Background: an optimization exercise with open tools, aiming at small area, a short achievable clock period and few clock cycles per item. Do not read the settings as production practice. RTL that was checked went through simulation tests only; none was proved equivalent to the original. For runs 1 to 3, only the layout was checked, not whether the RTL still works. Power is estimated from default activity; no workload was simulated.

`design/flow/design.v`:
```
module divisor_secuencial #(
    parameter N = 32
) (
    input  logic             clk,
    input  logic             rst,
    input  logic             valid,
    input  logic [N-1:0]     A,
    input  logic [N-1:0]     B,
    output logic [N-1:0]     Q,
    output logic [N-1:0]     R,
    output logic             done,
    output logic             error
);
    logic [N-1:0] x_reg;     
    logic [N-1:0] d_reg;     
    logic [N-1:0] q_reg;     
    logic [4:0]   cnt;       
    logic         err_reg;
    logic s_align, s_step, s_done, s_quick;
    logic idle;
    assign idle = !(s_align || s_step || s_done || s_quick);
    function automatic logic [5:0] lzc32(input logic [31:0] v);
        logic [15:0] z1;  logic [15:0] c1;         
        logic [7:0]  z2;  logic [15:0] c2;         
        logic [3:0]  z3;  logic [11:0] c3;         
        logic [1:0]  z4;  logic [7:0]  c4;         
        for (int i = 0; i < 16; i++) begin
            z1[i] = !(v[2*i+1] || v[2*i]);
            c1[i] = !v[2*i+1];
        end
        for (int i = 0; i < 8; i++) begin
            z2[i] = z1[2*i+1] && z1[2*i];
            c2[2*i+:2] = z1[2*i+1] ? {1'b1, c1[2*i]} : {1'b0, c1[2*i+1]};
        end
        for (int i = 0; i < 4; i++) begin
            z3[i] = z2[2*i+1] && z2[2*i];
            c3[3*i+:3] = z2[2*i+1] ? {1'b1, c2[4*i+:2]} : {1'b0, c2[4*i+2+:2]};
        end
        for (int i = 0; i < 2; i++) begin
            z4[i] = z3[2*i+1] && z3[2*i];
            c4[4*i+:4] = z3[2*i+1] ? {1'b1, c3[6*i+:3]} : {1'b0, c3[6*i+3+:3]};
        end
        lzc32 = {z4[1] && z4[0], z4[1] ? {1'b1, c4[3:0]} : {1'b0, c4[7:4]}};
    endfunction
    logic [5:0] lz_a, lz_b;
    logic [4:0] shamt;
    always_ff @(posedge clk) begin
        lz_a <= lzc32(A);
        lz_b <= lzc32(B);
    end
    assign shamt = lz_b[4:0] - lz_a[4:0];
    logic [N-1:0] d_shift;
    always_comb begin
        logic [N-1:0] t;
        logic [4:0]   s;
        s = s_align ? shamt : 5'd0;
        if (!s_align)
            t = d_reg >> 1;
        else if (s[0])
            t = d_reg << 1;
        else
            t = d_reg;
        if (s[1]) t = t << 2;
        if (s[2]) t = t << 4;
        if (s[3]) t = t << 8;
        if (s[4]) t = t << 16;
        d_shift = t;
    end
    logic [N-1:0] b_above;       
    logic         a_short;
    always_comb begin
        b_above[N-1] = 1'b0;
        for (int i = N - 2; i >= 0; i--)
            b_above[i] = b_above[i+1] || B[i+1];
    end
    assign a_short = !(|(A & ~b_above)) && (b_above[0] || B[0]);
    logic [N:0]   diff;
    logic         ge;
    assign diff = {1'b0, x_reg} - {1'b0, d_reg};
    assign ge   = !diff[N];
    assign Q     = q_reg;
    assign R     = x_reg;
    assign done  = s_done || s_quick;
    assign error = err_reg;
    always_ff @(posedge clk or posedge rst) begin
        if (rst) begin
            s_align <= 1'b0;
            s_step  <= 1'b0;
            s_done  <= 1'b0;
            s_quick <= 1'b0;
        end else begin
            s_align <= idle && valid && !a_short;
            s_quick <= idle && valid && a_short;
            s_step  <= (s_align && ge && !lz_b[5]) || (s_step && cnt != '0);
            s_done  <= (s_align && (!ge || lz_b[5])) || (s_step && cnt == '0);
        end
    end
    always_ff @(posedge clk) begin
        if (idle)
            x_reg <= A;
        else if (s_step && ge)
            x_reg <= diff[N-1:0];
        if (idle)
            d_reg <= B;
        else
            d_reg <= d_shift;
        if (s_step)
            q_reg <= {q_reg[N-2:0], ge};
        else
            q_reg <= '0;
        if (s_align)
            cnt <= shamt;
        else
            cnt <= cnt - 1'b1;
        err_reg <= !idle && lz_b[5];
    end
endmodule
```
`design/flow/flow/run.sh`:
```
#!/bin/bash
# The standard layout (standard.sh), with changes to how it is made only:
#  - the ports are buffered with sky130_fd_sc_hd__buf_2 instead of the resizer's default pick;
#  - The clock tree is built from sky130_fd_sc_hd__clkbuf_8.
#  - repair_timing aims for extra setup slack at the design's 10 ns clock.
# The SDC, the clock period and everything else are the standard flow's own.
bash standard.sh "BUFFER_PORTS_ARGS=-buffer_cell sky130_fd_sc_hd__buf_2" SETUP_SLACK_MARGIN=6.8 CTS_BUF_LIST=sky130_fd_sc_hd__clkbuf_8 finish > standard.log 2>&1
```
`design/flow/standard.sh`:
```
#!/bin/bash
# synth_recipe.tcl (not shown) runs the flow's synth.tcl, then flattens the netlist and writes it again
# the make line also repeats each setting of config.mk as NAME=value (left out here)
make -C /OpenROAD-flow-scripts/flow DESIGN_CONFIG=/design/flow/config.mk WORK_HOME=/design/flow/orfs CLKGATE_MAP_FILE= SYNTH_SCRIPT=/design/flow/synth_recipe.tcl "${@:-finish}"
```
`design/flow/config.mk`:
```
export PLATFORM = sky130hd
export DESIGN_NAME = divisor_secuencial
export DESIGN_NICKNAME = divisor_secuencial
export VERILOG_FILES = /design/flow/design.v
export SDC_FILE = /design/flow/constraint.sdc
export NUM_CORES = 4
export LEC_CHECK = 0
export CAP_MARGIN = 20
export CORE_MARGIN = 2
export CORE_UTILIZATION = 40
export PLACE_DENSITY = 0.6
export SLEW_MARGIN = 20
```
`design/flow/constraint.sdc`:
```
create_clock -name core_clock -period 10.0 [get_ports {clk}]
set_input_delay 2.0000 -clock core_clock [delete_from_list [all_inputs] [get_ports {clk}]]
set_output_delay 2.0000 -clock core_clock [all_outputs]
set_load 0.01 [all_outputs]
```
==> results of run 1 <==
## cell usage in the layout, fill, tap and decap left out, types with 4 or more instances in the layout
master,instances
a211o_1,4
o21bai_1,11
and3_1,5
nand2_2,4
nand3_1,19
o21ai_0,67
a22o_1,5
nand2b_1,9
buf_2,130
clkinv_2,4
xor2_1,12
buf_4,35
xnor2_1,19
a21o_1,16
nor3_1,20
nor2_2,4
nand2_1,79
and2_1,34
ha_1,33
nor2b_1,6
o22ai_1,9
o211ai_1,10
a211oi_1,16
bufinv_16,5
dfxtp_1,78
nor2_1,112
a21o_4,4
mux2i_1,40
ha_2,4
mux2_2,8
a21oi_1,119
nor4_1,6
o221ai_1,7
inv_1,77
a31oi_1,7
nor4_2,4
o21a_1,4
edfxtp_1,34
o21ai_1,7
clkbuf_8,19
## power by group
group | leakage, uW | internal [uW] | total (uW) | switching, uW
Sequential | 0.00104 | 762 | 902 | 140
Clock | 0.000238 | 305 | 509 | 204
Combinational | 0.00318 | 1070 | 2660 | 1600
Total | 0.00446 | 2130 | 4080 | 1940
## cell families (layout without fill, tap and decap cells)
group	after synthesis	after routing	share of synthesized area, %
AOI/OAI and AO/OA	335	338	26.0
xor gates and xnor gates	32	32	3.46
adders and majority gates	40	40	6.37
buffers and inverters	126	275	5.90
DFF	117	117	33.4
muxes	49	49	6.18
other	0	3	0
and+or+nand+nor	329	329	18.7
## timing repair
action                     4_1_cts  5_1_grt
setup endpoints to repair       62       69
resized for setup               37       29
gates cloned                     3        0
setup buffers                   11       17
pin swaps                       13       11
hold buffers                     0        0
## final cells by class
class	instances	area, um^2	share of cell area (%)
sequential	117	2710	27.1
multi-input combinational	788	5250	52.6
clock inverter	12	184	1.84
timing repair buffer	168	947	9.49
inverter	76	289	2.90
clock buffer	19	262	2.62
tap	270	338	3.39
antenna	3	7.51	0.0752
## routing by layer
metal  wire, um  share of wire (%)  global-route usage, %
met5          0                  0                      0
met4        595                2.2                   6.65
met3       2320                8.4                   5.75
met2      12500                 45                   41.4
met1      12200                 44                   34.8
## worst max-delay path: stages
cell      delay [ns]
buf_6           0.09
nand2b_4        0.13
a21oi_2         0.12
o21bai_1        0.08
a21oi_2         0.15
o221ai_2        0.11
a221o_1         0.36
a311oi_2        0.33
o21ai_4         0.10
nor2b_1         0.14
## worst paths after layout
kind	to	slack [ns]	from
max in group asynchronous	s_step$_DFF_PP0_	8.42	rst
min in group asynchronous	s_done$_DFF_PP0_	1.42	rst
setup reg to reg	x_reg[24]$_DFFE_PP_	6.83	x_reg[0]$_DFFE_PP_
hold / removal	q_reg[6]$_SDFF_PN0_	0.45	q_reg[5]$_SDFF_PN0_
hold reg to reg	q_reg[6]$_SDFF_PN0_	0.45	q_reg[5]$_SDFF_PN0_
setup / recovery	s_align$_DFF_PP0_	6.73	A[0]
## through the flow
stage | util (%) | setup WS (ns)
detailed placement | 44.9 | 5.87
global placement | 44.9 | 5.83
finish | 49.8 | 6.73
floorplan | - | 6.64
global route | 49.8 | 6.70
CTS | 48.5 | 6.62
==> results.json, run 1 <==
{
  "status": "no timing/DRC/antenna violations",
  "grt_use_total_pct": 25.6,
  "synth_common_cells": "a21oi_1 (122), nor2_1 (118), nand2_1 (83)",
  "hold_depth": 1,
  "synth_top_cell_area_share_pct": 19.5,
  "cts.sinks": 117,
  "yosysTopAreaCell": "dfxtp_1",
  "cts_buffer_depth": 2,
  "worst_pin_slew_ns": 0.762,
  "nets": 1275,
  "synthesis.instances": 1028,
  "grt_pass1_vias": 7630,
  "dpl.cell_count": 1388,
  "dieArea_um2": 21400,
  "cts_max_level": 4,
  "synth_area_leaders": "dfxtp_1 (20%), edfxtp_1 (13%), a21oi_1 (7.5%)",
  "die_w_um": 146,
  "worst_setup_path_start_kind": "input port",
  "num_vias": 8182,
  "drive_gt1_share_pct": 22.5,
  "dpl-instance-area_um2": 8990,
  "synth-edff-count": 34,
  "core_area_um2": 20000,
  "cp.required_ns": 10.34,
  "syn2layout_area_growth_pct": 23.3,
  "layoutNonFillerInstCount": 1453,
  "first_pass_iters": 5,
  "drt_iter0_drc": 662,
  "rows": 52,
  "synthesis.nets": 1135,
  "grt_first_pass_wirelength_mm": 42.9,
  "antenna_left": 0,
  "fin_crit_sh_pct": 32.7,
  "async_flop_share_pct": 3.42,
  "start_util_pct": 40.4,
  "fill_cells": 2026,
  "seq_area_frac_synth_pct": 33.4,
  "final_max_slew_viol_count": 0,
  "clk_root_buffer_cell": "clkbuf_8",
  "yosys_most_used_dff": "dfxtp_1",
  "overflow": 0,
  "io_pins": 133,
  "grt_antenna_before_repair": 2,
  "synth-seq-cells": 117,
  "ir_drop_v": 0.000218,
  "fin_crit_ns": 3.27,
  "synth_cell_types": 68,
  "cp_max_fo": 2,
  "critPathCaptureType": "flop",
  "clk_latency_ns": 0.46,
  "design_area_um2": 9980,
  "p_leak_uw": 0.00446,
  "finalSetupViolations": 0,
  "clk_pin_slew_ns": 0.07,
  "die_h_um": 146,
  "skew_ns": 0.0164,
  "grt_setup_unrepaired": "true",
  "routabilityCongestion": 0.964,
  "hpwl_mm": 20.0,
  "timing.setup.tns_ns": 0,
  "yosysMostFrequentCell": "a21oi_1",
  "slew_headroom_pct": 48.7,
  "finalPower_uw": 4080,
  "reg2reg_depth": 14,
  "via_per_inst": 5.63,
  "max_freq_ghz": 0.306,
  "postSynthAreaPerCell_um2": 7.87,
  "hold_viol_final": 0,
  "path_class": "in -> reg",
  "io_buffers": 132,
  "arrival_ns": 3.61,
  "max_cap_viol_count": 0,
  "whs_ns": 0.453,
  "grt_max_degree": 60,
  "wl_per_cell_um": 19.0,
  "cts_tree": "yes",
  "power_density_nw_per_um2": 408,
  "syn-cell-area_um2": 8090,
  "yosys_warnings": 1,
  "min_path_type": "reg -> reg",
  "drt_wl_total_mm": 27.6,
  "cts_buffers": 17,
  "drc_errors": 0
}
==> run 2: changes to the inputs <==
--- a/design/flow/design.v
+++ b/design/flow/design.v
@@ -89,10 +89,10 @@
             s_done  <= 1'b0;
             s_quick <= 1'b0;
         end else begin
-            s_align <= idle && valid && !a_short;
+            s_align <= idle && valid;
             s_quick <= idle && valid && a_short;
-            s_step  <= (s_align && ge && !lz_b[5]) || (s_step && cnt != '0);
-            s_done  <= (s_align && (!ge || lz_b[5])) || (s_step && cnt == '0);
+            s_step  <= (s_align && !s_quick && ge && !lz_b[5]) || (s_step && cnt != '0);
+            s_done  <= (s_align && !s_quick && (!ge || lz_b[5])) || (s_step && cnt == '0);
         end
     end
     always_ff @(posedge clk) begin
==> run 2 against run 1 <==
  * Clock-buffer cell count down 2
  * Global-route usage up 0.35 points
  * Clock skew down 0.00074 ns
  * Non-clock buffer count down 11
  * Total power up 2.2%
  * Hold slack better by 0.0055 ns
  * Via count up 2.8%
  * Wire length up 7.4%
  * Sequential power up 3.4%
  * First-iteration DRC count up 4.1%
  * Largest power group unchanged
==> results.json, run 2 <==
{
  "skew_ns": 0.0157,
  "rrSetupSlack_ns": 6.79,
  "dpl-instance-area_um2": 9210,
  "max_freq_ghz": 0.305,
  "internal_power_uw": 2080,
  "start_util_pct": 40.9,
  "cp_slowest_cell": "dfrtp_1",
  "p_leak_uw": 0.00437,
  "hpwl_mm": 21.7,
  "drt_wl_total_mm": 29.6,
  "whs_ns": 0.458,
  "switchingPower_uw": 2090,
  "switching_share_pct": 50.1,
  "clk_latency_ns": 0.49,
  "arrival_ns": 1.28,
  "yosys_warnings": 1,
  "die_h_um": 148,
  "synthesis.instances": 1030,
  "finalSetupViolations": 0,
  "min_to": "q_reg[24]$_SDFF_PN0_",
  "hold_start": "q_reg[23]$_SDFF_PN0_",
  "worst_setup_path_start_kind": "flop",
  "core_area_um2": 20300,
  "path_class": "reg -> out",
  "path_cells": "or2_4, buf_6",
  "synth-edff-count": 34,
  "grt_max_degree": 70,
  "die_w_um": 148,
  "io_buffers": 132,
  "hold_depth": 1,
  "diodes": 0,
  "ir_drop_v": 0.000182,
  "clkPwrFrac_pct": 10.9,
  "routabilityCongestion": 0.949,
  "synth_common_cells": "nor2_1 (106), a21oi_1 (93), nand2_1 (89)",
  "seq_area_frac_synth_pct": 32.6,
  "clk_root_buffer_cell": "clkbuf_8",
  "syn2layout_area_growth_pct": 19.8,
  "rows": 52,
  "max_cap_viol_count": 0,
  "synth_area_leaders": "dfxtp_1 (19%), edfxtp_1 (12%), ha_1 (5.7%)",
  "yosysTopAreaCell": "dfxtp_1",
  "status": "no timing/DRC/antenna violations",
  "reg2reg_depth": 13,
  "reg2reg_from": "x_reg[0]$_DFFE_PP_",
  "clk_pin_slew_ns": 0.09,
  "synth_top_cell_area_share_pct": 19.1,
  "synth-seq-cells": 117,
  "num_vias": 8410,
  "grt_use_total_pct": 26.0,
  "final_max_slew_viol_count": 0,
  "dieArea_um2": 21900,
  "io_pins": 133,
  "grt_pass1_vias": 7733,
  "synth_cell_types": 83,
  "fin_crit_sh_pct": 32.8,
  "yosysMostFrequentCell": "nor2_1",
  "critPathCaptureType": "output port",
  "grt_antenna_before_repair": 0,
  "slew_headroom_pct": 46.6,
  "cts_max_level": 4,
  "via_per_inst": 5.84,
  "async_flop_share_pct": 3.42,
  "cts_buffer_depth": 2,
  "cts_buffers": 17,
  "combPwrFrac_pct": 66.7,
  "design_area_um2": 9940,
  "nets": 1263,
  "drc_errors": 0,
  "holdBufCountCts": 0,
  "overflow": 0,
  "pwr-share-seq_pct": 22.4,
  "final_common_cell": "buf_2",
  "cp.required_ns": 8.00,
  "syn-cell-area_um2": 8300,
  "r2r_end": "x_reg[14]$_DFFE_PP_",
  "power_density_nw_per_um2": 419,
  "grt_setup_unrepaired": "true",
  "hold_viol_final": 0,
  "crit_path_max_incr_delay_ns": 0.42,
  "cts.sinks": 117,
  "antenna_left": 0,
  "synthesis.nets": 1137,
  "grt_first_pass_wirelength_mm": 43.9,
  "cts_tree": "yes",
  "worst_pin_slew_ns": 0.798,
  "fill_cells": 2055,
  "cp_max_fo": 3,
  "drt_iter0_drc": 689,
  "layout_common_cells": "buf_2 (131), nor2_1 (102), a21oi_1 (92)",
  "drive_gt1_share_pct": 21.9,
  "first_pass_iters": 6,
  "yosys_most_used_dff": "dfxtp_1",
  "wl_per_cell_um": 20.6,
  "postSynthAreaPerCell_um2": 8.06,
  "timing.setup.tns_ns": 0,
  "min_path_type": "reg -> reg",
  "fin_crit_ns": 3.28
}
run 2: kinds of logic (layout without fill, tap and decap cells):
group	Yosys count	in the layout	synth area share [%]
simple gates	347	347	20.1
buf+inv	122	261	5.77
mux	52	52	6.42
fa+ha+maj	40	40	6.21
flops	117	117	32.6
compound gates	326	326	26.2
xor+xnor	26	26	2.74
run 2: metal layers:
layer,GRT usage (%),vias to the layer above,share of wire (%)
li1,-,3977,-
met1,35.7,3945,44
met2,40.7,422,44
met3,4.63,66,8.3
met4,10.1,0,3.3
met5,0,-,0
run 2: power by group through the flow:
stage	combinational, uW	clock, uW	sequential [uW]
floorplan	1850	0	912
global placement	2500	0	943
detailed placement	2500	0	942
CTS	2540	460	932
global route	3020	478	951
finish	2780	455	933
run 2: repair_timing:
action | in CTS | in global routing
setup buffers | 0 | 14
setup endpoints to repair | 58 | 53
gates cloned | 0 | 3
pin swaps | 1 | 10
resized for setup | 13 | 22
run 2: how the worst max path moves through the flow:
stage,startpoint,endpoint
2_1_floorplan,x_reg[0]$_DFFE_PP_,x_reg[0]$_DFFE_PP_
3_3_place_gp,A[23],lz_a[1]$_DFF_P_
3_5_place_dp,A[23],lz_a[0]$_DFF_P_
4_1_cts,s_quick$_DFF_PP0_,done
5_1_grt,x_reg[0]$_DFFE_PP_,x_reg[22]$_DFFE_PP_
6_report,s_quick$_DFF_PP0_,done
run 2: cell type report:
class | instances | area (um^2) | area share (%)
timing repair buffer | 157 | 927 | 9.32
inverter | 72 | 274 | 2.76
clock buffer | 17 | 234 | 2.35
tap | 270 | 338 | 3.40
sequential | 117 | 2710 | 27.2
clock inverter | 15 | 154 | 1.55
multi-input combinational | 791 | 5310 | 53.4
run 2: per-stage QoR:
| step | worst slack (ns) | instances | power (uW) | util, % |
|---|---|---|---|---|
| 3_5_place_dp | 6.18 | 1390 | 3440 | 45.4 |
| 4_1_cts | 6.72 | 1422 | 3930 | 47.6 |
| 2_1_floorplan | 6.81 | 1030 | 2760 | - |
| 5_1_grt | 6.68 | 1439 | 4450 | 49.0 |
| 3_3_place_gp | 6.20 | 1390 | 3440 | 45.4 |
| 6_report | 6.72 | 1439 | 4170 | 49.0 |
run 2: critical path: cells and delay by family, from the launching register on:
kind	cells	cell delay (ns)
buf+inv	1	0.12
simple gates	1	0.26
flops	1	0.42
==> run 3: changes to the inputs <==
==> design/flow/flow/run.sh (replaced) <==
#!/bin/bash
# The standard layout (standard.sh), with changes to how it is made only:
#  - the ports are buffered with sky130_fd_sc_hd__buf_2 instead of the resizer's default pick;
#  - The clock tree is built from sky130_fd_sc_hd__clkbuf_8.
#  - repair_timing aims for extra setup slack at the design's 10 ns clock.
# The SDC, the clock period and everything else are the standard flow's own.
bash standard.sh "BUFFER_PORTS_ARGS=-buffer_cell sky130_fd_sc_hd__buf_2" SETUP_SLACK_MARGIN=7.0 CTS_BUF_LIST=sky130_fd_sc_hd__clkbuf_8 finish > standard.log 2>&1
==> run 3 against run 2 <==
  * Still clean on timing, DRC and antenna
  * Non-clock buffer count is 48 higher
  * Clock-buffer cell count stayed put
  * Total power is 8.9% higher
  * Maximum frequency is 1.7% higher
  * Wire length is 0.42% higher
  * Final cell count is 3.4% higher
  * Utilization is 4.1 points higher
  * Critical path type unchanged
  * Largest power group unchanged
==> results.json, run 3 <==
{
  "yosysMostFrequentCell": "nor2_1",
  "cts_max_level": 4,
  "finalSetupViolations": 0,
  "synth_top_cell_area_share_pct": 19.1,
  "hold_viol_final": 0,
  "r2r_end": "x_reg[18]$_DFFE_PP_",
  "wl_per_cell_um": 20.0,
  "critPathCaptureType": "output port",
  "cts_buffers": 17,
  "die_h_um": 148,
  "antenna_left": 0,
  "skew_ns": 0.0136,
  "layout_common_cells": "buf_2 (121), nor2_1 (99), a21oi_1 (86)",
  "max_freq_ghz": 0.310,
  "rows": 52,
  "worst_pin_slew_ns": 0.867,
  "clk_root_buffer_cell": "clkbuf_8",
  "postSynthAreaPerCell_um2": 8.06,
  "setup.worst_path.start": "x_reg[0]$_DFFE_PP_",
  "timing.setup.tns_ns": 0,
  "synth_cell_types": 83,
  "seq_area_frac_synth_pct": 32.6,
  "yosys_warnings": 1,
  "status": "no timing/DRC/antenna violations",
  "path_class": "reg -> out",
  "hold_start": "q_reg[0]$_SDFF_PN0_",
  "synthesis.nets": 1137,
  "drc_errors": 0,
  "hold_depth": 1,
  "slew_headroom_pct": 42.0,
  "reg2reg_depth": 14,
  "synth_area_leaders": "dfxtp_1 (19%), edfxtp_1 (12%), ha_1 (5.7%)",
  "finalPower_uw": 4540,
  "drt_wl_total_mm": 29.7,
  "ir_drop_v": 0.000209,
  "yosys_most_used_dff": "dfxtp_1",
  "fill_cells": 1970,
  "fin_crit_ns": 3.22,
  "fin_crit_sh_pct": 32.2,
  "dieArea_um2": 21900,
  "p_leak_uw": 0.00466,
  "holdBufCountCts": 0,
  "cp_slowest_cell": "edfxtp_1",
  "grt_pass1_vias": 7923,
  "yosysTopAreaCell": "dfxtp_1",
  "arrival_ns": 1.22,
  "synth-edff-count": 34,
  "cp.required_ns": 8.00,
  "num_vias": 8581,
  "grt_setup_unrepaired": "true",
  "syn2layout_area_growth_pct": 29.9,
  "final_max_slew_viol_count": 0,
  "reg2reg_from": "x_reg[0]$_DFFE_PP_",
  "via_per_inst": 5.77,
  "nets": 1312,
  "whs_ns": 0.456,
  "path_cells": "buf_4, buf_6, buf_6",
  "power_density_nw_per_um2": 421,
  "rrSetupSlack_ns": 6.84,
  "diodes": 0,
  "min_to": "q_reg[1]$_SDFF_PN0_",
  "syn-cell-area_um2": 8300,
  "synth_common_cells": "nor2_1 (106), a21oi_1 (93), nand2_1 (89)",
  "grt_first_pass_wirelength_mm": 44.4,
  "crit_path_max_incr_delay_ns": 0.40,
  "io_pins": 133,
  "synthesis.instances": 1030,
  "grt_max_degree": 70,
  "io_buffers": 132,
  "routabilityCongestion": 0.974,
  "synth-seq-cells": 117,
  "drive_gt1_share_pct": 29.2,
  "overflow": 0,
  "hpwl_mm": 21.7,
  "core_area_um2": 20300,
  "grt_antenna_before_repair": 0,
  "worst_setup_path_start_kind": "flop",
  "grt_use_total_pct": 26.3,
  "cp_common_cell": "buf_6",
  "cp_max_fo": 2,
  "clk_latency_ns": 0.47,
  "post-route-util_pct": 53.1,
  "cts.sinks": 117,
  "final_common_cell": "buf_2",
  "max_cap_viol_count": 0,
  "async_flop_share_pct": 3.42,
  "clk_pin_slew_ns": 0.09,
  "die_w_um": 148,
  "drt_iter0_drc": 693,
  "start_util_pct": 40.9,
  "cts_tree": "yes",
  "cts_buffer_depth": 2,
  "min_path_type": "reg -> reg",
  "first_pass_iters": 7
}
[run 3: kinds of logic (layout without fill, tap and decap cells)]
family,after synthesis,in the layout,synth area share (%)
and+or+nand+nor,347,348,20.1
AOI/OAI and AO/OA,326,326,26.2
buffers and inverters,122,309,5.77
DFF,117,117,32.6
muxes,52,52,6.42
adders and majority gates,40,40,6.21
xor gates and xnor gates,26,26,2.74
[run 3: worst max path at each step]
stage                                     end  slack [ns]  cells after the start
after floorplan               lz_b[0]$_DFF_P_        6.81                      8
after global placement        lz_a[0]$_DFF_P_        6.27                      7
after detailed placement      lz_a[0]$_DFF_P_        6.30                      7
after CTS                                done        6.78                      2
after global routing      x_reg[18]$_DFFE_PP_        6.69                     14
final                                    R[0]        6.78                      3
[run 3: what timing repair did]
action / CTS / global route
pin swaps: 5 / 29
buffers inserted: 33 / 29
cloned: 2 / 2
resized for setup: 42 / 85
setup endpoints to repair: 97 / 90
[run 3: metal layers]
| layer | GRT usage (%) | vias to the layer above | share of wire (%) |
|---|---|---|---|
| li1 | - | 4098 | - |
| met1 | 36.3 | 4006 | 44 |
| met2 | 41.9 | 434 | 45 |
| met3 | 4.39 | 43 | 8.0 |
| met4 | 8.71 | 0 | 2.2 |
| met5 | 0 | - | 0 |
[run 3: critical path: cells and delay by family, from the launching register on]
family                 cells  cell delay (ns)
buffers and inverters      3             0.37
DFF                        1             0.40
[run 3: layout make-up]
cell class	count	area, um^2	share of cell area (%)
Timing Repair Buffer	205	1440	13.4
Tap cell	270	338	3.13
Inverter	72	277	2.56
Multi-Input combinational cell	792	5620	52.1
Clock inverter	15	153	1.42
Sequential cell	117	2720	25.2
Clock buffer	17	234	2.17
[run 3: metrics by stage]
step                instances  setup WS, ns  cell area, um^2
CTS                      1457          6.78            10200
detailed placement       1390          6.30             9270
global placement         1389          6.27             9240
floorplan                1030          6.81             8390
finish                   1488          6.78            10800
global route             1488          6.69            10800
[run 3: where the power goes]
| group | total, uW | leakage, uW | switching [uW] | internal, uW |
|---|---|---|---|---|
| sequential | 920 | 0.00104 | 144 | 775 |
| clock | 441 | 0.000197 | 253 | 188 |
| combinational | 3180 | 0.00343 | 1800 | 1380 |
==> run 4: changes to the inputs <==
--- a/design/flow/design.v
+++ b/design/flow/design.v
@@ -16,9 +16,9 @@
     logic [N-1:0] q_reg;     
     logic [4:0]   cnt;       
     logic         err_reg;
-    logic s_align, s_step, s_done, s_quick;
+    logic s_align, s_step, s_done;
     logic idle;
-    assign idle = !(s_align || s_step || s_done || s_quick);
+    assign idle = !(s_align || s_step || s_done);
     function automatic logic [5:0] lzc32(input logic [31:0] v);
         logic [15:0] z1;  logic [15:0] c1;         
         logic [7:0]  z2;  logic [15:0] c2;         
@@ -66,33 +66,23 @@
         if (s[4]) t = t << 16;
         d_shift = t;
     end
-    logic [N-1:0] b_above;       
-    logic         a_short;
-    always_comb begin
-        b_above[N-1] = 1'b0;
-        for (int i = N - 2; i >= 0; i--)
-            b_above[i] = b_above[i+1] || B[i+1];
-    end
-    assign a_short = !(|(A & ~b_above)) && (b_above[0] || B[0]);
     logic [N:0]   diff;
     logic         ge;
     assign diff = {1'b0, x_reg} - {1'b0, d_reg};
     assign ge   = !diff[N];
     assign Q     = q_reg;
     assign R     = x_reg;
-    assign done  = s_done || s_quick;
+    assign done  = s_done;
     assign error = err_reg;
     always_ff @(posedge clk or posedge rst) begin
         if (rst) begin
             s_align <= 1'b0;
             s_step  <= 1'b0;
             s_done  <= 1'b0;
-            s_quick <= 1'b0;
         end else begin
             s_align <= idle && valid;
-            s_quick <= idle && valid && a_short;
-            s_step  <= (s_align && !s_quick && ge && !lz_b[5]) || (s_step && cnt != '0);
-            s_done  <= (s_align && !s_quick && (!ge || lz_b[5])) || (s_step && cnt == '0);
+            s_step  <= (s_align && ge && !lz_b[5]) || (s_step && cnt != '0);
+            s_done  <= (s_align && (!ge || lz_b[5])) || (s_step && cnt == '0);
         end
     end
     always_ff @(posedge clk) begin
@@ -112,6 +102,6 @@
             cnt <= shamt;
         else
             cnt <= cnt - 1'b1;
-        err_reg <= !idle && lz_b[5];
+        err_reg <= lz_b[5];
     end
 endmodule
==> design/flow/flow/run.sh (replaced) <==
#!/bin/bash
# The standard layout (standard.sh), with changes to how it is made only:
#  - the ports are buffered with sky130_fd_sc_hd__buf_2 instead of the resizer's default pick;
#  - The clock tree is built from sky130_fd_sc_hd__clkbuf_8.
#  - repair_timing aims for extra setup slack at the design's 10 ns clock.
# The SDC, the clock period and everything else are the standard flow's own.
bash standard.sh "BUFFER_PORTS_ARGS=-buffer_cell sky130_fd_sc_hd__buf_2" SETUP_SLACK_MARGIN=6.8 CTS_BUF_LIST=sky130_fd_sc_hd__clkbuf_8 finish > standard.log 2>&1
==> run 4 against run 3 <==
  * Sequential share of layout area is 3.4 points higher
  * Utilization is 4.8 points lower
  * Critical endpoint is now x_reg[0]$_DFFE_PP_
  * Register-to-register slack worse by 0.17 ns
  * Sequential cell count is 1 lower
  * Combinational power is about 20% lower
  * Largest power group unchanged
  * Critical path type is now reg -> reg
  * Clock power is 7.0% higher
  * Synthesized area is 4.9% lower
  * Clock skew is 0.0013 ns lower
  * Synthesized cell count is 3.3% lower
  * Worst setup slack worse by 0.11 ns
==> results.json, run 4 <==
{
  "status": "no timing/DRC/antenna violations",
  "final_max_slew_viol_count": 0,
  "yosys_warnings": 1,
  "die_h_um": 145,
  "hpwl_mm": 18.3,
  "max_freq_ghz": 0.300,
  "timing.setup.tns_ns": 0,
  "diodes": 0,
  "grt_antenna_before_repair": 0,
  "clk_root_buffer_cell": "clkbuf_8",
  "grt_first_pass_wirelength_mm": 37.8,
  "drive_gt1_share_pct": 20.3,
  "clk_latency_ns": 0.46,
  "skew_ns": 0.0123,
  "synth-edff-count": 34,
  "yosys_most_used_dff": "dfxtp_1",
  "power_density_nw_per_um2": 418,
  "synth_common_cells": "nand2_1 (117), nor2_1 (106), a21oi_1 (100)",
  "holdBufCountCts": 0,
  "dieArea_um2": 20900,
  "path_cells": "inv_1, ha_2, fa_2, and2b_1, o2111ai_2, a211oi_2, o32ai_2, or3_4, a21oi_4, a41oi_4, o21ai_4, a21o_4",
  "grt_max_degree": 61,
  "min_path_type": "reg -> reg",
  "grt_setup_unrepaired": "true",
  "synthesis.instances": 996,
  "io_buffers": 132,
  "cts_max_level": 4,
  "synth_cell_types": 72,
  "cts_buffers": 17,
  "synthesis.nets": 1103,
  "wl_per_cell_um": 17.5,
  "routabilityCongestion": 0.887,
  "yosysMostFrequentCell": "nand2_1",
  "drc_errors": 0,
  "path_class": "reg -> reg",
  "grt_use_total_pct": 23.7,
  "worst_pin_slew_ns": 0.833,
  "clk_pin_slew_ns": 0.09,
  "arrival_ns": 3.49,
  "drt_iter0_drc": 626,
  "synth_area_leaders": "dfxtp_1 (20%), edfxtp_1 (13%), a21oi_1 (6.3%)",
  "slew_headroom_pct": 44.3,
  "postSynthAreaPerCell_um2": 7.93,
  "start_util_pct": 40.7,
  "fin_crit_sh_pct": 33.3,
  "critPathCaptureType": "flop",
  "synth-seq-cells": 116,
  "cts_tree": "yes",
  "synth_top_cell_area_share_pct": 20.0,
  "max_cap_viol_count": 0,
  "synth-simple-area-share_pct": 19.6,
  "grt_pass1_vias": 7199,
  "nets": 1220,
  "core_area_um2": 19400,
  "hold_viol_final": 0,
  "synth_top_family_by_area": "compound AO/OA/AOI/OAI gates",
  "fin_crit_ns": 3.33,
  "p_leak_uw": 0.00408,
  "syn-cell-area_um2": 7900,
  "finalSetupViolations": 0,
  "via_per_inst": 5.52,
  "cp_max_fo": 8,
  "synthAdderAreaFrac_pct": 6.53,
  "synth_xor_area_share_pct": 3.88,
  "antenna_left": 0,
  "layout_common_cells": "buf_2 (129), nand2_1 (114), nor2_1 (106)",
  "cts_buffer_depth": 2,
  "yosysTopAreaCell": "dfxtp_1",
  "ir_drop_v": 0.000178,
  "cp.required_ns": 10.16,
  "seq_area_frac_synth_pct": 33.9,
  "drt_wl_total_mm": 24.4,
  "final_common_cell": "buf_2",
  "syn2layout_area_growth_pct": 18.7,
  "synth_mux_area_share_pct": 4.07,
  "async_flop_share_pct": 2.59,
  "worst_setup_path_start_kind": "flop",
  "first_pass_iters": 6,
  "io_pins": 133,
  "synth_compound_area_share_pct": 26.0,
  "num_vias": 7672,
  "rows": 51,
  "overflow": 0,
  "cts.sinks": 116,
  "cp_slowest_cell": "or3_4",
  "crit_path_max_incr_delay_ns": 0.36,
  "die_w_um": 145,
  "whs_ns": 0.431
}
[run 4: repair_timing]
action                     4_1_cts  5_1_grt
setup buffers                    6        1
setup endpoints to repair       42       50
resized for setup               11       19
pin swaps                        6        5
gates cloned                     3        0
[run 4: per-layer routing]
| metal | up-vias | GRT usage [%] | part of all wire, % |
|---|---|---|---|
| li1 | 3809 | - | - |
| met1 | 3567 | 30.0 | 44 |
| met2 | 248 | 40.2 | 48 |
| met3 | 48 | 4.67 | 5.6 |
| met4 | 0 | 8.43 | 2.9 |
| met5 | - | 0 | 0 |
[run 4: layout make-up]
cell class              count  area [um^2]
clock buffers              17          234
clock inverters            15          180
fillers                  2042        10000
inverters                  62          235
multi-input cells         770         4930
flip-flops and latches    116         2680
well taps                 265          332
repair buffers            146          788
[run 4: logic make-up (layout without fill, tap and decap cells)]
| family | after synthesis | after routing |
|---|---|---|
| mux | 32 | 32 |
| buf+inv | 113 | 240 |
| xor+xnor | 35 | 35 |
| simple gates | 341 | 341 |
| flops | 116 | 116 |
| compound gates | 319 | 322 |
| fa+ha+maj | 40 | 40 |
[run 4: worst paths after layout]
path | start | to | slack (ns) | cells past startpoint
setup reg to reg | x_reg[0]$_DFFE_PP_ | x_reg[0]$_DFFE_PP_ | 6.67 | 12
hold reg to reg | lz_b[5]$_DFF_P_ | err_reg$_DFF_P_ | 0.43 | 0
max in group asynchronous | rst | s_align$_DFF_PP0_ | 8.46 | 2
setup / recovery | x_reg[0]$_DFFE_PP_ | x_reg[0]$_DFFE_PP_ | 6.67 | 12
min in group asynchronous | rst | s_step$_DFF_PP0_ | 1.39 | 2
hold / removal | lz_b[5]$_DFF_P_ | err_reg$_DFF_P_ | 0.43 | 0
[run 4: where the power goes]
group	total (uW)	internal, uW	switching, uW
Clock	472	233	238
Combinational	2530	1010	1520
Sequential	923	770	153
Total	3920	2010	1910
[run 4: critical path, delay by kind of cell (launching register included)]
kind / cells / cell delay, ns
AO/OA/AOI/OAI: 7 / 1.50
adder cells (fa/ha/maj): 2 / 0.51
buffers and inverters: 1 / 0.05
flip-flops: 1 / 0.34
AND/OR/NAND/NOR: 2 / 0.60
[run 4: through the flow]
step	instances	util (%)	setup WS, ns	instance area [um^2]	total power [uW]
2_1_floorplan	996	-	6.44	7940	2730
5_1_grt	1391	48.3	6.54	9380	4260
3_5_place_dp	1349	45.1	6.22	8750	3310
4_1_cts	1390	47.9	6.67	9290	3890
3_3_place_gp	1349	45.1	6.25	8750	3290
6_report	1391	48.3	6.67	9380	3920
Testbench counts of run 4, summed over its fixed seeds: cycles 32,125, items 3,600.
==> run 5: changes to the inputs <==
--- a/design/flow/design.v
+++ b/design/flow/design.v
@@ -17,8 +17,9 @@
     logic [4:0]   cnt;       
     logic         err_reg;
     logic s_align, s_step, s_done;
-    logic idle;
-    assign idle = !(s_align || s_step || s_done);
+    logic idle, quick;
+    assign idle  = !(s_align || s_step || s_done);
+    assign quick = s_align && s_done;
     function automatic logic [5:0] lzc32(input logic [31:0] v);
         logic [15:0] z1;  logic [15:0] c1;         
         logic [7:0]  z2;  logic [15:0] c2;         
@@ -66,6 +67,14 @@
         if (s[4]) t = t << 16;
         d_shift = t;
     end
+    logic [N-1:0] b_above;       
+    logic         a_short;
+    always_comb begin
+        b_above[N-1] = 1'b0;
+        for (int i = N - 2; i >= 0; i--)
+            b_above[i] = b_above[i+1] || B[i+1];
+    end
+    assign a_short = !(|(A & ~b_above)) && (b_above[0] || B[0]);
     logic [N:0]   diff;
     logic         ge;
     assign diff = {1'b0, x_reg} - {1'b0, d_reg};
@@ -81,8 +90,9 @@
             s_done  <= 1'b0;
         end else begin
             s_align <= idle && valid;
-            s_step  <= (s_align && ge && !lz_b[5]) || (s_step && cnt != '0);
-            s_done  <= (s_align && (!ge || lz_b[5])) || (s_step && cnt == '0);
+            s_step  <= (s_align && !quick && ge && !lz_b[5]) || (s_step && cnt != '0);
+            s_done  <= (idle && valid && a_short) ||
+                       (s_align && !quick && (!ge || lz_b[5])) || (s_step && cnt == '0);
         end
     end
     always_ff @(posedge clk) begin
@@ -102,6 +112,6 @@
             cnt <= shamt;
         else
             cnt <= cnt - 1'b1;
-        err_reg <= lz_b[5];
+        err_reg <= !idle && lz_b[5];
     end
 endmodule
==> run 5 against run 4 <==
  * Non-clock buffer count rose by 20
  * Synthesized area up 1.8%
  * Wire length is 10% higher
  * Maximum frequency up 1.2%
  * First-iteration DRC count increased by 8.3%
  * Hold slack better by 0.026 ns
  * Critical path type unchanged
==> results.json, run 5 <==
{
  "max_cap_viol_count": 0,
  "seq_area_frac_synth_pct": 33.3,
  "routabilityCongestion": 0.972,
  "p_leak_uw": 0.00428,
  "final_max_slew_viol_count": 0,
  "yosys_most_used_dff": "dfxtp_1",
  "grt_antenna_before_repair": 1,
  "synth-edff-count": 34,
  "min_path_type": "reg -> reg",
  "rows": 51,
  "post-route-util_pct": 49.8,
  "grt_use_total_pct": 25.1,
  "syn-cell-area_um2": 8040,
  "start_util_pct": 41.1,
  "nets": 1248,
  "rrSetupSlack_ns": 6.71,
  "cts_tree": "yes",
  "r2r_end": "x_reg[28]$_DFFE_PP_",
  "drt_iter0_drc": 678,
  "cts.sinks": 116,
  "synth-seq-cells": 116,
  "layoutNonFillerInstCount": 1419,
  "reg2reg_depth": 13,
  "synth_area_leaders": "dfxtp_1 (20%), edfxtp_1 (13%), a21oi_1 (6.5%)",
  "reg2reg_from": "x_reg[0]$_DFFE_PP_",
  "cts_max_level": 4,
  "wl_per_cell_um": 18.9,
  "grt_setup_unrepaired": "true",
  "holdBufCountCts": 0,
  "path_class": "reg -> reg",
  "hold_start": "q_reg[17]$_SDFF_PN0_",
  "worst_pin_slew_ns": 0.869,
  "synth_cell_types": 77,
  "arrival_ns": 3.48,
  "fill_cells": 1997,
  "dpl.cell_count": 1359,
  "core_area_um2": 19600,
  "io_buffers": 132,
  "hold_viol_final": 0,
  "cp_max_fo": 12,
  "clk_pin_slew_ns": 0.09,
  "cp.required_ns": 10.18,
  "synthesis.nets": 1108,
  "layout_common_cells": "buf_2 (131), a21oi_1 (103), nor2_1 (101)",
  "hold_depth": 1,
  "drc_errors": 0,
  "grt_first_pass_wirelength_mm": 41.6,
  "yosysTopAreaCell": "dfxtp_1",
  "die_h_um": 146,
  "antenna_left": 0,
  "grt_max_degree": 58,
  "num_vias": 8066,
  "clk_latency_ns": 0.47,
  "async_flop_share_pct": 2.59,
  "yosys_warnings": 1,
  "hpwl_mm": 19.9,
  "critPathCaptureType": "flop",
  "overflow": 0,
  "die_w_um": 146,
  "synth_top_cell_area_share_pct": 19.7,
  "ir_drop_v": 0.000176,
  "dieArea_um2": 21300,
  "slew_headroom_pct": 41.9,
  "drt_wl_total_mm": 26.9,
  "clk_root_buffer_cell": "clkbuf_8",
  "fin_crit_ns": 3.29,
  "yosysMostFrequentCell": "nor2_1",
  "status": "no timing/DRC/antenna violations",
  "skew_ns": 0.0142,
  "grt_pass1_vias": 7497,
  "synthesis.instances": 1001,
  "synth_common_cells": "nor2_1 (107), a21oi_1 (105), nand2_1 (84)",
  "syn2layout_area_growth_pct": 21.4,
  "finalPower_uw": 3940,
  "diodes": 0,
  "fin_crit_sh_pct": 32.9,
  "drive_gt1_share_pct": 22.3,
  "timing.setup.tns_ns": 0,
  "cts_buffers": 17,
  "cts_buffer_depth": 2,
  "first_pass_iters": 7,
  "max_freq_ghz": 0.304,
  "power_density_nw_per_um2": 403,
  "via_per_inst": 5.68,
  "worst_setup_path_start_kind": "flop",
  "postSynthAreaPerCell_um2": 8.03,
  "min_to": "q_reg[18]$_SDFF_PN0_",
  "io_pins": 133,
  "finalSetupViolations": 0,
  "final_common_cell": "buf_2"
}
-- run 5: cell types whose count changed in the layout (fill, tap and decap cells not counted), moves of 7 or more --
cell	change
xnor2_1	-8
o21ai_1	+36
o21bai_1	+7
mux2_1	+12
nand3_1	+10
mux2i_1	+10
o21ai_0	-41
buf_4	+18
nand2b_1	+11
nand2_1	-33
a21o_1	-7
a31oi_1	-7
-- run 5: stage by stage --
step                      hold WS (ns)  instance area [um^2]  setup WS (ns)
after global routing             0.482                  9760           6.64
final                            0.457                  9760           6.71
after global placement           0.433                  8970           6.12
after floorplan                  0.435                  8120           6.47
after detailed placement         0.443                  8970           6.03
after CTS                        0.463                  9570           6.71
-- run 5: worst max-delay path, cell delays in order (launching register included) --
cell	delay, ns
edfxtp_1	0.35
inv_1	0.05
ha_2	0.18
fa_2	0.33
nand2b_4	0.17
a21oi_4	0.17
o31ai_2	0.09
and4_4	0.19
a211o_1	0.32
a311oi_4	0.31
a41oi_2	0.24
a21oi_4	0.25
or2_4	0.20
buf_12	0.15
-- run 5: metal layers --
layer  up-vias  share of wire [%]  track usage [%]
li1       3895                  -                -
met3        47                7.5             4.64
met1      3810                 47             36.2
met4         0                2.8             9.31
met2       314                 42             37.3
met5         -                  0                0
-- run 5: area by class of cell --
| cell class | count | area (um^2) | area share [%] |
|---|---|---|---|
| clock buffers | 17 | 234 | 2.40 |
| inverters | 67 | 258 | 2.64 |
| multi-input cells | 773 | 5140 | 52.7 |
| flip-flops and latches | 116 | 2680 | 27.4 |
| well taps | 265 | 332 | 3.40 |
| clock inverters | 15 | 160 | 1.64 |
| repair buffers | 166 | 960 | 9.83 |
-- run 5: worst max path at each step --
stage                             from             endpoint  slack, ns  cells after the start
global route        x_reg[0]$_DFFE_PP_  x_reg[28]$_DFFE_PP_       6.64                     13
CTS                 x_reg[0]$_DFFE_PP_  x_reg[19]$_DFFE_PP_       6.71                     13
floorplan                        B[30]      lz_b[0]$_DFF_P_       6.47                      9
global placement                 B[30]     s_done$_DFF_PP0_       6.12                      9
finish              x_reg[0]$_DFFE_PP_  x_reg[28]$_DFFE_PP_       6.71                     13
detailed placement               B[30]     s_done$_DFF_PP0_       6.03                      9
-- run 5: report_power, final --
part / switching, uW / leakage [uW] / internal [uW] / total [uW]
Clock: 245 / 0.000204 / 208 / 453
Combinational: 1520 / 0.00306 / 1070 / 2590
Sequential: 137 / 0.00102 / 756 / 894
-- run 5: repair_timing --
action,CTS,global route
pin swaps,9,3
gates cloned,1,1
buffers inserted,11,15
resized for setup,15,22
setup endpoints to repair,62,53
-- run 5: kinds of logic after synthesis --
logic type      synth area share (%)
mux                             7.22
simple gates                    19.3
compound gates                  25.0
xor+xnor                        3.16
buf+inv                         5.60
flops                           33.3
fa+ha+maj                       6.41
Testbench counts of run 5, summed over its fixed seeds: cycles 30,393, items 3,600.
==> run 6: changes to the inputs <==
==> design/flow/flow/run.sh (replaced) <==
#!/bin/bash
# The standard layout (standard.sh), with changes to how it is made only:
#  - the ports are buffered with sky130_fd_sc_hd__buf_1 instead of the resizer's default pick;
#  - The clock tree is built from sky130_fd_sc_hd__clkbuf_8.
#  - repair_timing aims for extra setup slack at the design's 10 ns clock.
# The SDC, the clock period and everything else are the standard flow's own.
bash standard.sh "BUFFER_PORTS_ARGS=-buffer_cell sky130_fd_sc_hd__buf_1" SETUP_SLACK_MARGIN=6.8 CTS_BUF_LIST=sky130_fd_sc_hd__clkbuf_8 finish > standard.log 2>&1
==> run 6 against run 5 <==
  * Largest power group unchanged
  * Highest routed layer unchanged
  * Critical path type unchanged
  * Synthesized cell count stayed put
  * Final cell count is 0.35% higher
  * Still clean on timing, DRC and antenna
  * Utilization is 0.47 points higher
  * Sequential cell count stayed put
  * Wire length is 1.0% higher
==> results.json, run 6 <==
{
  "status": "no timing/DRC/antenna violations",
  "layout_common_cells": "buf_1 (126), a21oi_1 (104), nor2_1 (100)",
  "fin_crit_sh_pct": 32.9,
  "synthesis.nets": 1108,
  "ir_drop_v": 0.000129,
  "diodes": 0,
  "syn2layout_area_growth_pct": 22.6,
  "finalPower_uw": 4090,
  "wl_per_cell_um": 19.1,
  "cts_buffer_depth": 2,
  "cts_max_level": 4,
  "synth_mux_area_share_pct": 7.22,
  "postSynthAreaPerCell_um2": 8.03,
  "cts.sinks": 116,
  "io_buffers": 132,
  "max_freq_ghz": 0.304,
  "synthesis.instances": 1001,
  "grt_max_degree": 58,
  "yosys_most_used_dff": "dfxtp_1",
  "synth-edff-count": 34,
  "crit_path_max_incr_delay_ns": 0.36,
  "grt_setup_unrepaired": "true",
  "synth_top_family_by_area": "compound AO/OA/AOI/OAI gates",
  "die_w_um": 146,
  "overflow": 0,
  "synth-simple-area-share_pct": 19.3,
  "synth-seq-cells": 116,
  "first_pass_iters": 6,
  "yosys_warnings": 1,
  "num_vias": 8101,
  "path_class": "reg -> reg",
  "nets": 1253,
  "cp_max_fo": 6,
  "worst_slack_ns": 6.71,
  "drive_gt1_share_pct": 11.9,
  "io_pins": 133,
  "final_max_slew_viol_count": 0,
  "synthAdderAreaFrac_pct": 6.41,
  "power_density_nw_per_um2": 415,
  "yosysTopAreaCell": "dfxtp_1",
  "grt_pass1_vias": 7357,
  "worst_pin_slew_ns": 0.835,
  "drt_wl_total_mm": 27.1,
  "seq_area_frac_synth_pct": 33.3,
  "antenna_left": 0,
  "rows": 51,
  "hpwl_mm": 19.7,
  "synth_cell_types": 77,
  "cp_common_cell": "a21oi_4",
  "yosysMostFrequentCell": "nor2_1",
  "place_ws_ns": 6.00,
  "arrival_ns": 3.47,
  "grt_antenna_before_repair": 0,
  "async_flop_share_pct": 2.59,
  "drt_iter0_drc": 865,
  "synth_xor_area_share_pct": 3.16,
  "die_h_um": 146,
  "max_cap_viol_count": 0,
  "crit_family": "compound AO/OA/AOI/OAI gates",
  "p_leak_uw": 0.00398,
  "grt_use_total_pct": 24.9,
  "cts_tree": "yes",
  "drc_errors": 0,
  "clk_pin_slew_ns": 0.08,
  "holdBufCountCts": 0,
  "routabilityCongestion": 0.964,
  "worst-path-buf-inv": 3,
  "finalSetupViolations": 0,
  "synth_top_cell_area_share_pct": 19.7,
  "fin_crit_ns": 3.29,
  "synth_area_leaders": "dfxtp_1 (20%), edfxtp_1 (13%), a21oi_1 (6.5%)",
  "min_path_type": "reg -> reg",
  "final_common_cell": "buf_1",
  "dieArea_um2": 21300,
  "worst_setup_path_start_kind": "flop",
  "cp.required_ns": 10.18,
  "start_util_pct": 41.1,
  "via_per_inst": 5.69,
  "path_cells": "inv_1, ha_2, fa_2, nand2b_4, a21oi_4, o31ai_4, and4_4, a211o_4, a311oi_4, a41oi_4, a21oi_4, buf_6, or2_4, buf_12",
  "synth_compound_area_share_pct": 25.0,
  "syn-cell-area_um2": 8040,
  "cts_buffers": 17,
  "core_area_um2": 19600,
  "slew_headroom_pct": 44.2,
  "synth_common_cells": "nor2_1 (107), a21oi_1 (105), nand2_1 (84)",
  "hold_viol_final": 0,
  "critPathCaptureType": "flop",
  "skew_ns": 0.0102,
  "cp_slowest_cell": "edfxtp_1",
  "timing.setup.tns_ns": 0,
  "clk_latency_ns": 0.46,
  "clk_root_buffer_cell": "clkbuf_8",
  "grt_first_pass_wirelength_mm": 41.3
}
-- run 6: cell type report --
| cell class | count | area (um^2) |
|---|---|---|
| Clock buffer | 17 | 234 |
| Clock inverter | 15 | 205 |
| Fill cell | 1969 | 9730 |
| Inverter | 67 | 258 |
| Sequential cell | 116 | 2680 |
| Timing Repair Buffer | 172 | 965 |
| Multi-Input combinational cell | 772 | 5180 |
| Tap cell | 265 | 332 |
-- run 6: cells by family (layout without fill, tap and decap cells) --
family,Yosys count,after routing
compound gates,317,317
xor+xnor,29,29
fa+ha+maj,40,40
buf+inv,114,271
flops,116,116
mux,56,56
simple gates,329,330
-- run 6: final timing paths --
kind,startpoint,end,slack (ns),cells after the start
setup / recovery,x_reg[0]$_DFFE_PP_,x_reg[28]$_DFFE_PP_,6.71,14
hold / removal,q_reg[26]$_SDFF_PN0_,q_reg[27]$_SDFF_PN0_,0.46,1
min in group asynchronous,rst,s_done$_DFF_PP0_,1.38,2
hold reg to reg,q_reg[26]$_SDFF_PN0_,q_reg[27]$_SDFF_PN0_,0.46,1
max in group asynchronous,rst,s_align$_DFF_PP0_,8.46,2
setup reg to reg,x_reg[0]$_DFFE_PP_,x_reg[28]$_DFFE_PP_,6.71,14
-- run 6: through the flow --
| step | instance area (um^2) | instances | hold WS, ns | util (%) |
|---|---|---|---|---|
| 5_1_grt | 9860 | 1424 | 0.478 | 50.3 |
| 3_3_place_gp | 8800 | 1358 | 0.436 | 44.9 |
| 6_report | 9860 | 1424 | 0.459 | 50.3 |
| 2_1_floorplan | 8120 | 1001 | 0.435 | - |
| 3_5_place_dp | 8800 | 1358 | 0.443 | 44.9 |
| 4_1_cts | 9600 | 1410 | 0.464 | 49.0 |
-- run 6: routing by layer --
metal	vias to the layer above	routed length, um	GRT usage, %
met5	-	0	0
met4	0	489	7.06
met3	40	2030	3.79
met2	353	11700	37.2
met1	3813	12900	37.0
li1	3895	-	-
-- run 6: what timing repair did --
item,CTS,global route
setup endpoints to repair,64,59
pin swaps,12,8
cloned,2,1
buffers inserted,18,13
resized for setup,28,36
endpoints found under the hold margin,0,0
-- run 6: power breakdown --
part	internal [uW]	switching, uW
clock	259	238
combinational	1130	1560
sequential	758	142
total	2150	1940
-- run 6: worst reg2reg max path, delay by kind of cell, from the launching register on --
kind                       cells  cell delay, ns
adders and majority gates      2            0.52
and+or+nand+nor                3            0.55
DFF                            1            0.36
AOI/OAI and AO/OA              6            1.27
buffers and inverters          3            0.31
==> run 7: changes to the inputs <==
==> design/flow/flow/run.sh (replaced) <==
#!/bin/bash
# The standard layout (standard.sh), with changes to how it is made only:
#  - the ports are buffered with sky130_fd_sc_hd__buf_2 instead of the resizer's default pick;
#  - The clock tree is built from sky130_fd_sc_hd__clkbuf_8.
#  - repair_timing aims for extra setup slack at the design's 10 ns clock.
#  - repair_design aims 10% (not 20%) below the max slew and capacitance limits.
# The SDC, the clock period and everything else are the standard flow's own.
bash standard.sh "BUFFER_PORTS_ARGS=-buffer_cell sky130_fd_sc_hd__buf_2" SETUP_SLACK_MARGIN=6.8 CTS_BUF_LIST=sky130_fd_sc_hd__clkbuf_8 SLEW_MARGIN=10 CAP_MARGIN=10 finish > standard.log 2>&1
==> run 7 against run 6 <==
  * Still clean on timing, DRC and antenna
  * Synthesized cell count did not move
  * Worst setup slack got worse by 0.0022 ns
  * Sequential cell count did not move
  * Critical path type unchanged
  * Critical endpoint unchanged
  * Largest cell class unchanged
  * Highest routed layer unchanged
==> results.json, run 7 <==
{
  "cp_slowest_cell": "edfxtp_1",
  "async_flop_share_pct": 2.59,
  "fin_crit_sh_pct": 32.9,
  "cp.required_ns": 10.18,
  "final_max_slew_viol_count": 0,
  "postSynthAreaPerCell_um2": 8.03,
  "nets": 1248,
  "power_density_nw_per_um2": 403,
  "grt_first_pass_wirelength_mm": 41.6,
  "via_per_inst": 5.68,
  "p_leak_uw": 0.00428,
  "path_class": "reg -> reg",
  "hpwl_mm": 19.9,
  "max_freq_ghz": 0.304,
  "grt_antenna_before_repair": 1,
  "worst_slack_ns": 6.71,
  "finalSetupViolations": 0,
  "skew_ns": 0.0142,
  "grt_max_degree": 58,
  "synth_area_leaders": "dfxtp_1 (20%), edfxtp_1 (13%), a21oi_1 (6.5%)",
  "cts_tree": "yes",
  "routabilityCongestion": 0.972,
  "synthesis.nets": 1108,
  "hold_viol_final": 0,
  "grt_setup_unrepaired": "true",
  "grt_pass1_vias": 7497,
  "final_common_cell": "buf_2",
  "arrival_ns": 3.48,
  "crit_path_max_incr_delay_ns": 0.35,
  "max_cap_viol_count": 0,
  "cts_max_level": 4,
  "antenna_left": 0,
  "diodes": 0,
  "rows": 51,
  "combPwrFrac_pct": 65.8,
  "synth-edff-count": 34,
  "cts_buffers": 17,
  "drive_gt1_share_pct": 22.3,
  "num_vias": 8066,
  "path_cells": "inv_1, ha_2, fa_2, nand2b_4, a21oi_4, o31ai_2, and4_4, a211o_1, a311oi_4, a41oi_2, a21oi_4, or2_4, buf_12",
  "clkPwrFrac_pct": 11.5,
  "synth_common_cells": "nor2_1 (107), a21oi_1 (105), nand2_1 (84)",
  "cp_max_fo": 12,
  "syn2layout_area_growth_pct": 21.4,
  "worst_setup_path_start_kind": "flop",
  "pwr-share-seq_pct": 22.7,
  "timing.setup.tns_ns": 0,
  "dieArea_um2": 21300,
  "synth_top_cell_area_share_pct": 19.7,
  "cts_buffer_depth": 2,
  "seq_area_frac_synth_pct": 33.3,
  "critPathCaptureType": "flop",
  "yosys_warnings": 1,
  "io_pins": 133,
  "clk_root_buffer_cell": "clkbuf_8",
  "status": "no timing/DRC/antenna violations",
  "drt_iter0_drc": 678,
  "slew_headroom_pct": 41.9,
  "cp_common_cell": "a21oi_4",
  "yosysTopAreaCell": "dfxtp_1",
  "clk_pin_slew_ns": 0.09,
  "drt_wl_total_mm": 26.9,
  "core_area_um2": 19600,
  "min_path_type": "reg -> reg",
  "yosys_most_used_dff": "dfxtp_1",
  "place_ws_ns": 6.03,
  "switchingPower_uw": 1900,
  "grt_use_total_pct": 25.1,
  "layout_common_cells": "buf_2 (131), a21oi_1 (103), nor2_1 (101)",
  "fin_crit_ns": 3.29,
  "synth_cell_types": 77,
  "die_w_um": 146,
  "synth-seq-cells": 116,
  "first_pass_iters": 7,
  "drc_errors": 0,
  "yosysMostFrequentCell": "nor2_1",
  "start_util_pct": 41.1,
  "clk_latency_ns": 0.47,
  "synthesis.instances": 1001,
  "die_h_um": 146,
  "internal_power_uw": 2040,
  "cts.sinks": 116,
  "worst_pin_slew_ns": 0.869,
  "post-route-util_pct": 49.8,
  "ir_drop_v": 0.000176,
  "switching_share_pct": 48.3,
  "syn-cell-area_um2": 8040,
  "wl_per_cell_um": 18.9,
  "overflow": 0,
  "io_buffers": 132
}
## run 7: cell types whose count changed in the layout (fill, tap and decap cells not counted), sizes merged
cell | previous run | this run
inv | 78 | 76
buf | 170 | 166
clkbuf | 19 | 17
bufinv | 3 | 1
nor2 | 107 | 108
clkinv | 0 | 4
## run 7: timing repair
| item | CTS | global route |
|---|---|---|
| hold buffers | 0 | 0 |
| pin swaps | 9 | 3 |
| setup buffers | 11 | 15 |
| cloned | 1 | 1 |
| gates resized for setup | 15 | 22 |
| setup endpoints to repair | 62 | 53 |
## run 7: power by group through the flow
stage               combinational [uW]  sequential, uW  clock (uW)
floorplan                         1740             892           0
CTS                               2490             892         460
finish                            2590             894         453
detailed placement                2330             905           0
global placement                  2330             902           0
global route                      2850             918         481
## run 7: worst max-delay path: cells and delay by family (launching register included)
family | cells | cell delay [ns]
flops | 1 | 0.35
fa+ha+maj | 2 | 0.51
buf+inv | 2 | 0.20
compound gates | 6 | 1.38
simple gates | 3 | 0.56
## run 7: metrics by stage
stage	std cells	instance area [um^2]	total power, uW	hold slack, ns
floorplan	1001	8120	2630	0.435
global placement	1359	8970	3230	0.433
detailed placement	1359	8970	3240	0.443
CTS	1403	9570	3840	0.463
global route	1419	9760	4250	0.482
finish	1419	9760	3940	0.457
## run 7: final cells by class
cell class | instances | area [um^2]
flip-flops and latches | 116 | 2680
clock inverters | 15 | 160
well taps | 265 | 332
multi-input cells | 773 | 5140
clock buffers | 17 | 234
repair buffers | 166 | 960
fillers | 1997 | 9830
inverters | 67 | 258
## run 7: final timing paths
path                                      start                   end  slack (ns)  cells after the start
max                          x_reg[0]$_DFFE_PP_   x_reg[28]$_DFFE_PP_        6.71                     13
min                        q_reg[17]$_SDFF_PN0_  q_reg[18]$_SDFF_PN0_        0.46                      1
max reg2reg                  x_reg[0]$_DFFE_PP_   x_reg[28]$_DFFE_PP_        6.71                     13
min reg2reg                q_reg[17]$_SDFF_PN0_  q_reg[18]$_SDFF_PN0_        0.46                      1
max in group asynchronous                   rst     s_align$_DFF_PP0_        8.45                      2
min in group asynchronous                   rst      s_done$_DFF_PP0_        1.39                      2
## run 7: routing by layer
layer	part of all wire, %	global-route usage (%)	routed length (um)
met1	47	36.2	12800
met2	42	37.3	11300
met3	7.5	4.64	2020
met4	2.8	9.31	744
met5	0	0	0
## run 7: kinds of logic (layout without fill, tap and decap cells)
group	after synthesis	count (layout)	share of synthesized area (%)
AND/OR/NAND/NOR	329	331	19.3
buffers and inverters	114	265	5.60
AO/OA/AOI/OAI	317	317	25.0
adder cells (fa/ha/maj)	40	40	6.41
multiplexers	56	56	7.22
flip-flops	116	116	33.3
XOR/XNOR	29	29	3.16
==> run 8: changes to the inputs <==
--- a/design/flow/design.v
+++ b/design/flow/design.v
@@ -75,10 +75,10 @@
             b_above[i] = b_above[i+1] || B[i+1];
     end
     assign a_short = !(|(A & ~b_above)) && (b_above[0] || B[0]);
-    logic [N:0]   diff;
+    logic [N-1:0] diff;
     logic         ge;
-    assign diff = {1'b0, x_reg} - {1'b0, d_reg};
-    assign ge   = !diff[N];
+    assign diff = x_reg - d_reg;
+    assign ge   = x_reg >= d_reg;        
     assign Q     = q_reg;
     assign R     = x_reg;
     assign done  = s_done;
@@ -99,7 +99,7 @@
         if (idle)
             x_reg <= A;
         else if (s_step && ge)
-            x_reg <= diff[N-1:0];
+            x_reg <= diff;
         if (idle)
             d_reg <= B;
         else
==> design/flow/flow/run.sh (replaced) <==
#!/bin/bash
# The standard layout (standard.sh), with changes to how it is made only:
#  - the ports are buffered with sky130_fd_sc_hd__buf_2 instead of the resizer's default pick;
#  - The clock tree is built from sky130_fd_sc_hd__clkbuf_8.
#  - repair_timing aims for extra setup slack at the design's 10 ns clock.
# The SDC, the clock period and everything else are the standard flow's own.
bash standard.sh "BUFFER_PORTS_ARGS=-buffer_cell sky130_fd_sc_hd__buf_2" SETUP_SLACK_MARGIN=7.0 CTS_BUF_LIST=sky130_fd_sc_hd__clkbuf_8 finish > standard.log 2>&1
==> run 8 against run 7 <==
  * Die area grew 1.6%
  * Combinational power grew 5%
  * First-iteration DRC count grew 14%
  * Clock skew shrank 0.0041 ns
  * Design area grew 4.1%
  * Critical path type is now reg -> out
  * Critical endpoint is now R[4]
  * Largest cell class unchanged
==> results.json, run 8 <==
{
  "async_flop_share_pct": 2.59,
  "hold_start": "q_reg[17]$_SDFF_PN0_",
  "slew_headroom_pct": 41.3,
  "die_w_um": 147,
  "io_buffers": 132,
  "worst_setup_path_start_kind": "flop",
  "clk_pin_slew_ns": 0.09,
  "finalSetupViolations": 0,
  "grt_first_pass_wirelength_mm": 43.7,
  "timing.setup.tns_ns": 0,
  "postSynthAreaPerCell_um2": 7.91,
  "grt_use_total_pct": 26.2,
  "clk_root_buffer_cell": "clkbuf_8",
  "synth_top_cell_area_share_pct": 19.3,
  "rows": 52,
  "yosys_warnings": 1,
  "yosysTopAreaCell": "dfxtp_1",
  "layoutNonFillerInstCount": 1476,
  "syn2layout_area_growth_pct": 24.4,
  "ir_drop_v": 0.000194,
  "first_pass_iters": 6,
  "path_class": "reg -> out",
  "max_cap_viol_count": 0,
  "p_leak_uw": 0.00454,
  "cts_buffers": 17,
  "antenna_left": 0,
  "grt_setup_unrepaired": "true",
  "drt_wl_total_mm": 29.5,
  "fin_crit_ns": 3.06,
  "critPathCaptureType": "output port",
  "synth_area_leaders": "dfxtp_1 (19%), edfxtp_1 (12%), a21oi_1 (6.2%)",
  "synth_cell_types": 70,
  "power_density_nw_per_um2": 399,
  "synth-edff-count": 34,
  "fin_crit_sh_pct": 30.6,
  "synthesis.nets": 1140,
  "top_layer_used": "met4",
  "crit_path_max_incr_delay_ns": 0.43,
  "syn-cell-area_um2": 8170,
  "cp_max_fo": 2,
  "cp.required_ns": 8.00,
  "clk_latency_ns": 0.48,
  "r2r_end": "x_reg[29]$_DFFE_PP_",
  "routabilityCongestion": 0.987,
  "final_max_slew_viol_count": 0,
  "worst_pin_slew_ns": 0.880,
  "arrival_ns": 1.06,
  "cts_buffer_depth": 2,
  "max_freq_ghz": 0.327,
  "min_to": "q_reg[18]$_SDFF_PN0_",
  "whs_ns": 0.460,
  "dpl.cell_count": 1387,
  "hold_viol_final": 0,
  "worst-path-buf-inv": 1,
  "final_common_cell": "buf_2",
  "crit_family": "flip-flops",
  "holdBufCountCts": 0,
  "io_pins": 133,
  "wl_met2_mm": 12.5,
  "grt_antenna_before_repair": 0,
  "wl_met3_mm": 2.84,
  "layout_common_cells": "buf_2 (127), nor2_1 (112), nand2_1 (102)",
  "synth_common_cells": "nor2_1 (113), nand2_1 (105), a21oi_1 (102)",
  "min_path_type": "reg -> reg",
  "drt_iter0_drc": 776,
  "drive_gt1_share_pct": 25.0,
  "fill_cells": 2028,
  "path_cells": "buf_6",
  "cts_max_level": 4,
  "reg2reg_depth": 11,
  "cp_slowest_cell": "edfxtp_1",
  "synth-seq-cells": 116,
  "wl_per_cell_um": 20.0,
  "cts.sinks": 116,
  "via_per_inst": 5.74,
  "yosys_most_used_dff": "dfxtp_1",
  "hpwl_mm": 21.3,
  "nets": 1300,
  "grt_pass1_vias": 7890,
  "core_area_um2": 20200,
  "grt_max_degree": 77,
  "wl_met1_mm": 13.0,
  "die_h_um": 147,
  "num_vias": 8473,
  "yosysMostFrequentCell": "nor2_1",
  "seq_area_frac_synth_pct": 32.8,
  "hold_depth": 1,
  "overflow": 0,
  "diodes": 0,
  "status": "no timing/DRC/antenna violations",
  "start_util_pct": 40.5,
  "synthesis.instances": 1033,
  "drc_errors": 0,
  "dieArea_um2": 21600,
  "cts_tree": "yes",
  "skew_ns": 0.0101,
  "rrSetupSlack_ns": 7.01,
  "reg2reg_from": "x_reg[3]$_DFFE_PP_",
  "finalPower_uw": 4050
}
-- run 8: cell types whose count changed in the layout (fill, tap and decap cells not counted), moves of 6 or more --
cell,delta
a211oi_1,+6
nor2_1,+11
o21ai_0,+26
mux2_2,+10
buf_4,+21
a21o_1,+7
nand2_1,+21
mux2_1,-12
buf_6,+8
nand2b_1,-9
o21ai_1,-31
-- run 8: timing repair --
item,CTS,global route
setup buffers,35,18
gates resized for setup,34,34
pin swaps,2,13
setup endpoints to repair,110,98
gates cloned,3,1
-- run 8: cells by family (layout without fill, tap and decap cells) --
family,after synthesis,after routing,share of synthesized area (%)
and+or+nand+nor,352,354,19.9
AOI/OAI and AO/OA,313,313,24.5
buffers and inverters,124,295,6.03
DFF,116,116,32.8
muxes,56,56,7.07
adders and majority gates,40,40,6.31
xor gates and xnor gates,32,32,3.43
-- run 8: power by group --
| group | switching [uW] | internal (uW) |
|---|---|---|
| clock network | 262 | 187 |
| registers | 122 | 765 |
| logic | 1590 | 1120 |
-- run 8: stage by stage --
| step | util [%] | instance area (um^2) | setup slack [ns] |
|---|---|---|---|
| floorplan | - | 8200 | 6.69 |
| detailed placement | 44.7 | 9020 | 6.21 |
| global placement | 44.7 | 9020 | 6.26 |
| finish | 50.4 | 10200 | 6.94 |
| CTS | 48.9 | 9860 | 6.92 |
| global route | 50.4 | 10200 | 6.90 |
-- run 8: layout make-up --
cell class / instances / area [um^2] / area share (%)
multi-input cells: 795 / 5270 / 51.8
flip-flops and latches: 116 / 2680 / 26.4
repair buffers: 192 / 1210 / 11.9
well taps: 270 / 338 / 3.32
inverters: 70 / 267 / 2.62
clock buffers: 17 / 234 / 2.30
clock inverters: 15 / 158 / 1.55
repair inverters: 1 / 7.51 / 0.0738
-- run 8: worst max-delay path by stage --
stage | to | start | cells after the start
2_1_floorplan | lz_b[0]$_DFF_P_ | B[27] | 7
3_3_place_gp | s_done$_DFF_PP0_ | B[30] | 7
3_5_place_dp | s_done$_DFF_PP0_ | B[30] | 7
4_1_cts | R[4] | x_reg[4]$_DFFE_PP_ | 1
5_1_grt | R[4] | x_reg[4]$_DFFE_PP_ | 1
6_report | R[4] | x_reg[4]$_DFFE_PP_ | 1
-- run 8: metal layers --
metal / vias up / track usage [%]
met5: - / 0
met1: 3953 / 35.5
met2: 408 / 39.2
li1: 4034 / -
met4: 0 / 11.2
met3: 78 / 7.39
Testbench counts of run 8, summed over its fixed seeds: cycles 30,393, items 3,600.

Setup slack of run 8, layout unchanged: 6.937 ns with ideal ports, 6.899 ns with driving cells assumed (clock clkbuf_16, inputs buf_2), 6.549 ns with port delays also shifted by the 0.517 ns mid clock arrival.
